This design comes from an exercise in tuning for small area on the open sky130 flow, not from production work. In this exercise RTL edits were held to simulation tests only and were not proved equivalent to the original. Power and IR drop assume default switching activity.

==> v2 <==
==> flow/design.v (excerpt) <==
module DataAggregator(
           clk, reset, bit1, bit2, bit3, bit4, read_index_yaxis, read_index_xaxis,
           out_data_yaxis, out_data_xaxis, finished
       );
==> module DataAggregator, before the edit <==
module DataAggregator(
           clk, reset, bit1, bit2, bit3, bit4, read_index_yaxis, read_index_xaxis,
           out_data_yaxis, out_data_xaxis, finished
       );
input clk, reset;
input bit1, bit2, bit3, bit4;
input [6:0] read_index_yaxis, read_index_xaxis;
output [15:0] out_data_yaxis;
output [15:0] out_data_xaxis;
output finished;
wire [3:0] bits = {bit4, bit3, bit2, bit1};
reg [3:0] phase;
reg [4*17-1:0] sr;         
reg [4*5-1:0] cnt;         
reg [3:0] pv;              
reg [4*16-1:0] pdata;      
reg [3:0] pg;              
reg [4*5-1:0] pe;          
reg [8*5-1:0] idx;         
reg [7:0] flag;            
reg [7:0] wrapped;         
reg [16*256-1:0] ring;
reg [3:0] store, ins;
reg [3:0] ch;
reg [4:0] cur [0:3];
integer l, r, g;
always @(*) begin
    for (l = 0; l < 4; l = l + 1) begin
        store[l] = (cnt[5*l +: 5] == 5'd18);
        ins[l] = pv[l] && ((pe[5*l +: 4] ^ phase) == 4'hf);
        ch[l] = sr[17*l+16];
        cur[l] = ch[l] ? idx[5*(2*l+1) +: 5] : idx[5*(2*l) +: 5];
    end
end
always @(posedge clk) begin
    if (reset) phase <= 4'd0;
    else phase <= phase + 4'd1;
    for (l = 0; l < 4; l = l + 1) begin
        sr[17*l +: 17] <= {sr[17*l +: 16], bits[l]};
        if (store[l]) begin
            pdata[16*l +: 16] <= sr[17*l +: 16];
            pg[l] <= ch[l];
            pe[5*l +: 5] <= cur[l];
        end
        if (reset) begin
            cnt[5*l +: 5] <= 5'd0;
            pv[l] <= 1'b0;
        end else begin
            if (cnt[5*l +: 5] == 5'd0) cnt[5*l +: 5] <= {4'd0, bits[l]};
            else if (store[l]) cnt[5*l +: 5] <= 5'd0;
            else cnt[5*l +: 5] <= cnt[5*l +: 5] + 5'd1;
            if (store[l]) pv[l] <= 1'b1;
            else if (ins[l]) pv[l] <= 1'b0;
        end
        for (r = 0; r < 4; r = r + 1) begin
            ring[256*(4*l+r) +: 256] <= {ring[256*(4*l+r) +: 240],
                (ins[l] && pg[l] == r/2 && pe[5*l+4] == r%2) ? pdata[16*l +: 16]
                                                             : ring[256*(4*l+r)+240 +: 16]};
        end
    end
    for (g = 0; g < 8; g = g + 1) begin
        if (reset) begin
            idx[5*g +: 5] <= 5'd31;
            flag[g] <= 1'b0;
            wrapped[g] <= 1'b0;
        end else if (store[g/2] && ch[g/2] == g%2) begin
            idx[5*g +: 5] <= idx[5*g +: 5] - 5'd1;
            flag[g] <= (idx[5*g +: 5] == 5'd0);
            if (idx[5*g +: 5] == 5'd0) wrapped[g] <= 1'b1;
        end
    end
end
function [15:0] rd;
    input [6:0] ridx;
    input [3:0] ph;
    input [2047:0] rings;
    input [1:0] pva;
    input [31:0] pda;
    input [1:0] pga;
    input [9:0] pea;
    input [19:0] gidx;
    input [3:0] gw;
    reg [3:0] st;
    reg [4:0] gi;
    reg valid, ma, mb;
    integer k, s, b;
    reg [127:0] sel;
    reg [15:0] acc;
    begin
        st = ridx[3:0] + ph;
        gi = gidx[5*ridx[6:5] +: 5];
        valid = gw[ridx[6:5]] || (ridx[4:0] > gi);
        ma = pva[0] && !ridx[6] && ridx[5] == pga[0] && ridx[4:0] == pea[4:0];
        mb = pva[1] && ridx[6] && ridx[5] == pga[1] && ridx[4:0] == pea[9:5];
        for (k = 0; k < 8; k = k + 1)
            for (s = 0; s < 16; s = s + 1)
                sel[16*k+s] = valid && !ma && !mb && ridx[6:4] == k && st == s;
        for (b = 0; b < 16; b = b + 1) begin
            acc[b] = (ma && pda[b]) || (mb && pda[16+b]);
            for (k = 0; k < 128; k = k + 1)
                acc[b] = acc[b] || (sel[k] && rings[256*(k/16) + 16*(k%16) + b]);
        end
        rd = acc;
    end
endfunction
assign out_data_yaxis = rd(read_index_yaxis, phase, ring[2047:0], pv[1:0], pdata[31:0],
                           pg[1:0], pe[9:0], idx[19:0], wrapped[3:0]);
assign out_data_xaxis = rd(read_index_xaxis, phase, ring[4095:2048], pv[3:2], pdata[63:32],
                           pg[3:2], pe[19:10], idx[39:20], wrapped[7:4]);
assign finished = &flag;
endmodule
Settings: LEC_CHECK=0, CAP_MARGIN=20, CORE_MARGIN=2, CORE_UTILIZATION=45, PLACE_DENSITY=0.6, SLEW_MARGIN=20; clock period 10.0 ns.
run.sh (not shown) runs the stock make flow with config.mk's settings and CLKGATE_MAP_FILE= SYNTH_SCRIPT=/design/flow/synth_recipe.tcl, a recipe that flattens the netlist after the stock synthesis.
==> v9 (differences from v2) <==
==> flow/design.v (replaced) <==
module DataAggregator(
           clk, reset, bit1, bit2, bit3, bit4, read_index_yaxis, read_index_xaxis,
           out_data_yaxis, out_data_xaxis, finished
       );
input clk, reset;
input bit1, bit2, bit3, bit4;
input [6:0] read_index_yaxis, read_index_xaxis;
output [15:0] out_data_yaxis;
output [15:0] out_data_xaxis;
output finished;
wire [3:0] bits = {bit4, bit3, bit2, bit1};
reg [3:0] phase;
reg [4*17-1:0] sr;         
reg [4*5-1:0] cnt;         
reg [3:0] pv;              
reg [4*16-1:0] pdata;      
reg [3:0] pg;              
reg [4*5-1:0] pe;          
reg [8*5-1:0] idx;         
reg [7:0] flag;            
reg [7:0] wrapped;         
reg [16*256-1:0] ring;
reg [3:0] store, ins;
reg [15:0] hit, hitn;
wire [255:0] ring_in;
reg [3:0] ch;
reg [4:0] cur [0:3];
integer l, r, g;
always @(*) begin
    for (l = 0; l < 4; l = l + 1) begin
        store[l] = (cnt[5*l +: 5] == 5'd18);
        ins[l] = pv[l] && ((pe[5*l +: 4] ^ phase) == 4'hf);
        ch[l] = sr[17*l+16];
        cur[l] = ch[l] ? idx[5*(2*l+1) +: 5] : idx[5*(2*l) +: 5];
        for (r = 0; r < 4; r = r + 1) begin
            hit[4*l+r] = ins[l] && pg[l] == r/2 && pe[5*l+4] == r%2;
            hitn[4*l+r] = !hit[4*l+r];
        end
    end
end
always @(posedge clk) begin
    if (reset) phase <= 4'd0;
    else phase <= phase + 4'd1;
    for (l = 0; l < 4; l = l + 1) begin
        sr[17*l +: 17] <= {sr[17*l +: 16], bits[l]};
        if (store[l]) begin
            pdata[16*l +: 16] <= sr[17*l +: 16];
            pg[l] <= ch[l];
            pe[5*l +: 5] <= cur[l];
        end
        if (reset) begin
            cnt[5*l +: 5] <= 5'd0;
            pv[l] <= 1'b0;
        end else begin
            if (cnt[5*l +: 5] == 5'd0) cnt[5*l +: 5] <= {4'd0, bits[l]};
            else if (store[l]) cnt[5*l +: 5] <= 5'd0;
            else cnt[5*l +: 5] <= cnt[5*l +: 5] + 5'd1;
            if (store[l]) pv[l] <= 1'b1;
            else if (ins[l]) pv[l] <= 1'b0;
        end
        for (r = 0; r < 4; r = r + 1)
            ring[256*(4*l+r) +: 256] <= {ring[256*(4*l+r) +: 240], ring_in[16*(4*l+r) +: 16]};
    end
    for (g = 0; g < 8; g = g + 1) begin
        if (reset) begin
            idx[5*g +: 5] <= 5'd31;
            flag[g] <= 1'b0;
            wrapped[g] <= 1'b0;
        end else if (store[g/2] && ch[g/2] == g%2) begin
            idx[5*g +: 5] <= idx[5*g +: 5] - 5'd1;
            flag[g] <= (idx[5*g +: 5] == 5'd0);
            if (idx[5*g +: 5] == 5'd0) wrapped[g] <= 1'b1;
        end
    end
end
genvar b, k, q;
generate
for (q = 0; q < 16; q = q + 1) begin : insq
    for (b = 0; b < 16; b = b + 1) begin : insb
        DataAggregator_ins u(.a(ring[256*q+240+b]), .b(pdata[16*(q/4)+b]), .sel(hit[q]), .seln(hitn[q]),
                             .y(ring_in[16*q+b]));
    end
end
endgenerate
wire [127:0] sel_y, sel_x;
wire ma_y, mb_y, ma_x, mb_x;
DataAggregator_dec dec_y(.ridx(read_index_yaxis), .ph(phase), .pv(pv[1:0]), .pg(pg[1:0]), .pe(pe[9:0]), .gidx(idx[19:0]), .gw(wrapped[3:0]), .sel(sel_y), .ma(ma_y), .mb(mb_y));
DataAggregator_dec dec_x(.ridx(read_index_xaxis), .ph(phase), .pv(pv[3:2]), .pg(pg[3:2]), .pe(pe[19:10]), .gidx(idx[39:20]), .gw(wrapped[7:4]), .sel(sel_x), .ma(ma_x), .mb(mb_x));
generate
for (b = 0; b < 16; b = b + 1) begin : bitsl
    wire [127:0] dy, dx;
    for (k = 0; k < 128; k = k + 1) begin : w
        assign dy[k] = ring[256*(k/16) + 16*(k%16) + b];
        assign dx[k] = ring[2048 + 256*(k/16) + 16*(k%16) + b];
    end
    DataAggregator_or130 or_y(.d({pdata[16+b], pdata[b], dy}), .s({mb_y, ma_y, sel_y}), .o(out_data_yaxis[b]));
    DataAggregator_or130 or_x(.d({pdata[48+b], pdata[32+b], dx}), .s({mb_x, ma_x, sel_x}), .o(out_data_xaxis[b]));
end
endgenerate
assign finished = &flag;
endmodule
module DataAggregator_dec(ridx, ph, pv, pg, pe, gidx, gw, sel, ma, mb);
input [6:0] ridx;
input [3:0] ph;
input [1:0] pv;
input [1:0] pg;
input [9:0] pe;
input [19:0] gidx;
input [3:0] gw;
output [127:0] sel;
output reg ma, mb;
reg [3:0] st;
reg [4:0] gi;
reg valid;
reg [7:0] rsn;
reg [15:0] ssn;
integer k;
always @(*) begin
    st = ridx[3:0] + ph;
    gi = gidx[5*ridx[6:5] +: 5];
    valid = gw[ridx[6:5]] || (ridx[4:0] > gi);
    ma = pv[0] && !ridx[6] && ridx[5] == pg[0] && ridx[4:0] == pe[4:0];
    mb = pv[1] && ridx[6] && ridx[5] == pg[1] && ridx[4:0] == pe[9:5];
    for (k = 0; k < 8; k = k + 1)
        rsn[k] = !(valid && !ma && !mb && ridx[6:4] == k);
    for (k = 0; k < 16; k = k + 1)
        ssn[k] = !(st == k);
end
DataAggregator_grid grid(.rsn(rsn), .ssn(ssn), .sel(sel));
endmodule
module DataAggregator_or130(d, s, o);
input [129:0] d, s;
output o;
wire [43:0] t;
genvar k;
generate
for (k = 0; k < 43; k = k + 1) begin : g
    DataAggregator_aoi222 u(.a(d[3*k]), .b(s[3*k]), .c(d[3*k+1]), .d(s[3*k+1]),
                            .e(d[3*k+2]), .f(s[3*k+2]), .y(t[k]));
end
endgenerate
assign t[43] = ~(d[129] & s[129]);
assign o = ~&t;
endmodule
module DataAggregator_aoi222(a, b, c, d, e, f, y);
input a, b, c, d, e, f;
output y;
assign y = ~((a & b) | (c & d) | (e & f));
endmodule
module DataAggregator_grid(rsn, ssn, sel);
input [7:0] rsn;
input [15:0] ssn;
output [127:0] sel;
genvar k, s;
generate
for (k = 0; k < 8; k = k + 1) begin : r
    for (s = 0; s < 16; s = s + 1) begin : c
        assign sel[16*k+s] = ~(rsn[k] | ssn[s]);
    end
end
endgenerate
endmodule
module DataAggregator_ins(a, b, sel, seln, y);
input a, b, sel, seln;
output y;
assign y = (b & sel) | (a & seln);
endmodule
==> flow/flow/run.sh (new file) <==
#!/bin/bash
# The standard layout, with a clock tree of larger sink clusters driven by
# clkbuf_16 and without dummy loads.
set -euo pipefail
bash standard.sh \
  "CTS_ARGS=-sink_clustering_enable -repair_clock_nets -dont_use_dummy_load -buf_list sky130_fd_sc_hd__clkbuf_16 -sink_clustering_size 30 -sink_clustering_max_diameter 80" \
  finish > flow.log 2>&1
==> flow/standard.sh (new file) <==
#!/bin/bash
# synth_recipe.tcl (not shown) runs the flow's synth.tcl, then flattens the netlist and writes it again
# the make line also repeats each setting of config.mk as NAME=value (left out here)
make -C /OpenROAD-flow-scripts/flow DESIGN_CONFIG=/design/flow/config.mk WORK_HOME=/design/flow/orfs CLKGATE_MAP_FILE= SYNTH_SCRIPT=/design/flow/synth_recipe.tcl "${@:-finish}"
Settings changed: CORE_UTILIZATION 45 to 85, PLACE_DENSITY 0.6 to 0.92, SETUP_SLACK_MARGIN set to 0.2, SYNTH_HIERARCHICAL set to 1.
removed: flow/run.sh
==> summary.txt <==
Setup path
  • Worst flop-to-flop path endpoint: ring[10]
  • Critical Path AT: 8.19 ns

Route
  • Routed wl met3: 96600 um

Synthesis
  • Synth Area in XOR/XNOR: 0.606%

Layout
  • Synth-to-Final Area Change: 19.6%
  • Most frequent cells in the layout: dfxtp_1 (4248), a22oi_1 (777), buf_4 (600)

Pwr
  • Leakage: 55.2 nW

Run status
  • Status: complete, but fails checks
  • Layout check fault list: negative setup slack

Global routing
  • Met2 Use GR: 52.2%

Timing
  • Final setup fails: 2
  • Final setup margin: -0.195 ns
the above is filed under v2

==> summary.txt <==
Placement
  • Post-DP Area: 118000 sq um
  • Input/output buffers: 52

Floorplanning
  • Die X-Extent: 368 um

Global routing
  • Remaining Overflow, GRT: 6
  • Most Crowded Layer GR: met2
  • Met1 Track Usage GR: 73.3%

Run status
  • Failed at: global routing
  • Status: aborted with a tool error
  • Error: [ERROR GRT-0232] Routing congestion too high. Check the congestion heatmap in the GUI.

Synthesis
  • Simple-Gate Fraction of Synth Area: 4.67%
  • Synth Area in XOR/XNOR: 0.481%
  • Count leader, synth: dfxtp_1
the above is filed under v9

separate check: timing with driven ports:
The flow's constraints put no driver on any port. The routed layout listed below was extracted and timed again, unchanged, in two steps. Step 1: set_driving_cell puts a clkbuf_16 on clk and a buf_2 on each other input, an assumption about the parent block. Step 2 also shifts input and output timing later by t, the mid clock arrival at the registers, as if the neighbouring blocks saw the same clock. Slacks: ideal / step 1 / step 2; pairs: ideal / step 1.
run: v2
t, ns: 1.062
setup slack, ns: -0.195 / -0.220 / -0.220
hold WS [ns]: 0.298 / 0.298 / 0.298
worst register clock-pin slew, ns: 0.07 / 0.07
cell pins on the clock port's net: 1
For v2, drivers alone change the setup slack by -0.025 ns; drivers and shift together by -0.025 ns.
